What follows belongs to an exercise in optimizing a design on an open flow for small area, a short achievable clock period and few clock cycles; a production flow would make more cautious choices. In this exercise RTL edits were held to simulation tests only and were not proved equivalent to the original. Power is estimated from default activity; no workload was simulated.

old:
==> flow/design.v (excerpt) <==
module booth_mul(clk, rst, start, data_in, done, product);
  input clk, rst, start;
  input [31:0] data_in;
  output done;
  output [63:0] product;
  reg [31:0] M;              
  reg [31:0] Q;              
  reg [33:0] AS, AC;         
  reg [7:0] L1, L2;          
  reg [3:0] ONE, TWO, NEG;   
  reg        s_lm, s_lq, s_st, s_f1, s_fin, s_dn;
  reg [1:0] cnt;
  assign done = s_dn;
  assign product = {M, Q};
  wire idle = ~(s_lm | s_lq | s_st | s_fin);
  wire [8:0] nx = s_lq ? {data_in[7:0], 1'b0} : Q[15:7];
  wire nb0_2 = nx[2], nb0_1 = nx[1], nb0_0 = nx[0];
  wire nb1_2 = nx[4], nb1_1 = nx[3], nb1_0 = nx[2];
  wire nb2_2 = nx[6], nb2_1 = nx[5], nb2_0 = nx[4];
  wire nb3_2 = nx[8], nb3_1 = nx[7], nb3_0 = nx[6];
  wire [3:0] n_one = {nb3_1 ^ nb3_0, nb2_1 ^ nb2_0, nb1_1 ^ nb1_0, nb0_1 ^ nb0_0};
  ...
export LEC_CHECK = 0
export CAP_MARGIN = 20
export CORE_MARGIN = 2
export CORE_UTILIZATION = 50
export PLACE_DENSITY = 0.7
export SETUP_SLACK_MARGIN = 2.4
export SLEW_MARGIN = 20
create_clock -name core_clock -period 5.0 [get_ports {clk}]
standard.sh (not shown) runs the stock make flow with config.mk's settings and CLKGATE_MAP_FILE= SYNTH_SCRIPT=/design/flow/synth_recipe.tcl, a recipe that flattens the netlist after the stock synthesis.
==> flow/flow/run.sh <==
#!/bin/bash
# Own layout flow: the standard layout (standard.sh), with the input and
# output ports buffered by sky130_fd_sc_hd__buf_2 instead of the cell
# buffer_ports picks by default. Everything else is the standard flow.
# Runs in the standard flow's work folder; each tool's output goes to a log file here.
set -euo pipefail
work=$(pwd)
cp config.mk flow_config.mk
echo "export BUFFER_PORTS_ARGS = -buffer_cell sky130_fd_sc_hd__buf_2" >> flow_config.mk
sed "s#${work}/config.mk#${work}/flow_config.mk#g; s#DESIGN_CONFIG=config.mk#DESIGN_CONFIG=${work}/flow_config.mk#g" standard.sh > flow_standard.sh
grep -q flow_config.mk flow_standard.sh
bash flow_standard.sh > flow_standard.log 2>&1
Testbench counts of old, summed over its fixed seeds: cycles 12,800.
Relative to old, the following input files were edited for new:
- swapping 2.4 for 1.7 in SETUP_SLACK_MARGIN
--- outcome ---
Number of nets in the layout: new < old. Total area of sequential cells went down slightly going from old to new. The lower proportion of power drawn by combinational gates of new and old is in new. Diff old -> new | combinational power | decrease of 23%.


Starting RTL as in the previous note.
Settings: LEC_CHECK=0, CAP_MARGIN=20, CORE_MARGIN=2, CORE_UTILIZATION=50, PLACE_DENSITY=0.7, SETUP_SLACK_MARGIN=2.25, SLEW_MARGIN=20; clock period 5.0 ns.
==> flow/flow/run.sh <==
#!/bin/bash
# Own layout flow: the standard layout (standard.sh) with three changes:
#  - synthesis: the same script (synth_recipe.tcl), except that Yosys's synth
#    runs its fine stage without its quick "abc -fast" mapping, so that the
#    full adders of the carry-save tree reach ORFS's extract_fa step intact;
#    ORFS's own abc mapping afterwards is unchanged. Registers, their names and
#    cells are those of the standard synthesis.
#  - after synthesis, flow/polarity.py removes inverters around the full-adder
#    cells (a full adder is self-dual);
#  - the input and output ports are buffered by sky130_fd_sc_hd__buf_1.
# Runs in the standard flow's work folder; each tool's output goes to a log file here.
set -euo pipefail
work=$(pwd)
res=$work/orfs/results/sky130hd/booth_mul/base
cp config.mk flow_config.mk
echo "export BUFFER_PORTS_ARGS = -buffer_cell sky130_fd_sc_hd__buf_1" >> flow_config.mk
sed 's#^proc synth {args} { yosys synth -nofsm -noshare {\*}\$args }#proc synth {args} { if {[lsearch -exact $args fine:] >= 0} { yosys synth -nofsm -noshare -noabc {*}$args } else { yosys synth -nofsm -noshare {*}$args } }#' synth_recipe.tcl > flow_synth.tcl
grep -q -- "-noabc" flow_synth.tcl
sed "s#${work}/config.mk#${work}/flow_config.mk#g; s#${work}/synth_recipe.tcl#${work}/flow_synth.tcl#g" standard.sh > flow_standard.sh
grep -q flow_config.mk flow_standard.sh
grep -q flow_synth.tcl flow_standard.sh
bash flow_standard.sh "$res/1_2_yosys.v" > flow_synth.log 2>&1
cp "$res/1_2_yosys.v" yosys_synth.v
python3 flow/polarity.py yosys_synth.v "$res/1_2_yosys.v" > flow_polarity.log 2>&1
touch "$res/1_2_yosys.v"
bash flow_standard.sh > flow_standard.log 2>&1
Other scripts of this flow, unchanged in this note and not shown: flow/flow/polarity.py
Testbench counts at the start, summed over its fixed seeds: cycles 12,800.
Change:
--- a/flow/flow/run.sh
+++ b/flow/flow/run.sh
@@ -10 +10 @@
-#  - the input and output ports are buffered by sky130_fd_sc_hd__buf_1.
+#  - the input and output ports are buffered by sky130_fd_sc_hd__buf_2.
@@ -16 +16 @@
-echo "export BUFFER_PORTS_ARGS = -buffer_cell sky130_fd_sc_hd__buf_1" >> flow_config.mk
+echo "export BUFFER_PORTS_ARGS = -buffer_cell sky130_fd_sc_hd__buf_2" >> flow_config.mk
--- a/flow/config.mk
+++ b/flow/config.mk
@@ -12 +12 @@
-export SETUP_SLACK_MARGIN = 2.25
+export SETUP_SLACK_MARGIN = 2.0
Cell area shrinks by 2.2%.
Register-to-register slack gets worse by 0.02 ns.
Clock-buffer cell count rose by 1.
Cell count shrinks by 1.6%.
Synthesized cell count stays the same.
Routed wire length goes down by 4.3%.
Power is lower by 2.2%.
Change:
--- a/flow/flow/run.sh
+++ b/flow/flow/run.sh
@@ -10 +10 @@
-#  - the input and output ports are buffered by sky130_fd_sc_hd__buf_2.
+#  - the input and output ports are buffered by sky130_fd_sc_hd__buf_1.
@@ -16 +16 @@
-echo "export BUFFER_PORTS_ARGS = -buffer_cell sky130_fd_sc_hd__buf_2" >> flow_config.mk
+echo "export BUFFER_PORTS_ARGS = -buffer_cell sky130_fd_sc_hd__buf_1" >> flow_config.mk
- worst hold slack got worse by 0.011 ns
- register-to-register slack improved by 0.07 ns
- setup slack improved by 0.071 ns
Change:
--- a/flow/flow/run.sh
+++ b/flow/flow/run.sh
@@ -3,5 +3,6 @@
-#  - synthesis: the same script (synth_recipe.tcl), except that Yosys's synth
-#    runs its fine stage without its quick "abc -fast" mapping, so that the
-#    full adders of the carry-save tree reach ORFS's extract_fa step intact;
-#    ORFS's own abc mapping afterwards is unchanged. Registers, their names and
-#    cells are those of the standard synthesis.
+#  - synthesis: the same script (synth_recipe.tcl), except that in Yosys's
+#    synth fine stage the full adders are extracted (extract_fa and ORFS's
+#    adder map) before its quick "abc -fast" mapping instead of after it, so
+#    that the adders of the carry-save tree are kept whole; ORFS's own steps
+#    afterwards are unchanged. Registers, their names and cells are those of
+#    the standard synthesis.
@@ -17,2 +18,10 @@
-sed 's#^proc synth {args} { yosys synth -nofsm -noshare {\*}\$args }#proc synth {args} { if {[lsearch -exact $args fine:] >= 0} { yosys synth -nofsm -noshare -noabc {*}$args } else { yosys synth -nofsm -noshare {*}$args } }#' synth_recipe.tcl > flow_synth.tcl
-grep -q -- "-noabc" flow_synth.tcl
+python3 - <<'PY'
+s = open("synth_recipe.tcl").read()
+old = "proc synth {args} { yosys synth -nofsm -noshare {*}$args }"
+new = ("proc synth {args} { if {[lsearch -exact $args fine:] >= 0} { "
+       "yosys synth -nofsm -noshare -noabc {*}$args; yosys extract_fa; "
+       "yosys techmap -map $::env(ADDER_MAP_FILE); yosys techmap; yosys opt -fast; "
+       "yosys abc -fast; yosys opt -fast } else { yosys synth -nofsm -noshare {*}$args } }")
+assert old in s
+open("flow_synth.tcl", "w").write(s.replace(old, new))
+PY
Outcome: Synthesized cell count is higher by 23%. Wire length is higher by about 27%. Combinational power is higher by 6.6%. Global-route usage is higher by 3.9 points. Design area is higher by 9.0%. First-iteration DRC count is higher by about 90%. Synthesized area is higher by 11%. Worst setup slack is better by 0.13 ns.

==> what the ideal ports hide <==
In the flow no input, the clock included, has a driving cell. The finished layouts below were timed again as built, in two steps.
Step 1 sets driving cells, clkbuf_16 on the clock port and buf_2 on the other inputs (assumed; they add their load-dependent delay and slew).
Step 2 also shifts input and output timing later by t, the mid clock arrival at the registers, as if the neighbouring blocks saw the same clock.
a / b / c = ideal ports / drivers / drivers and shift; a / b = the first two.
run | shift t [ns] | slack for setup (ns) | slew at the worst register clock pin (ns)
old | 0.502 | 2.181 / 2.181 / 2.181 | 0.08 / 0.08
new | 0.493 | 1.821 / 1.821 / 1.821 | 0.08 / 0.08
the first run of note 2 | 0.486 | 1.831 / 1.831 / 1.831 | 0.09 / 0.09
the second run of note 2 | 0.478 | 1.808 / 1.808 / 1.808 | 0.08 / 0.08
the third run of note 2 | 0.484 | 1.879 / 1.879 / 1.879 | 0.08 / 0.08
the fourth run of note 2 | 0.481 | 2.007 / 2.007 / 2.007 | 0.07 / 0.07
After both steps setup and hold are still met in every run listed.
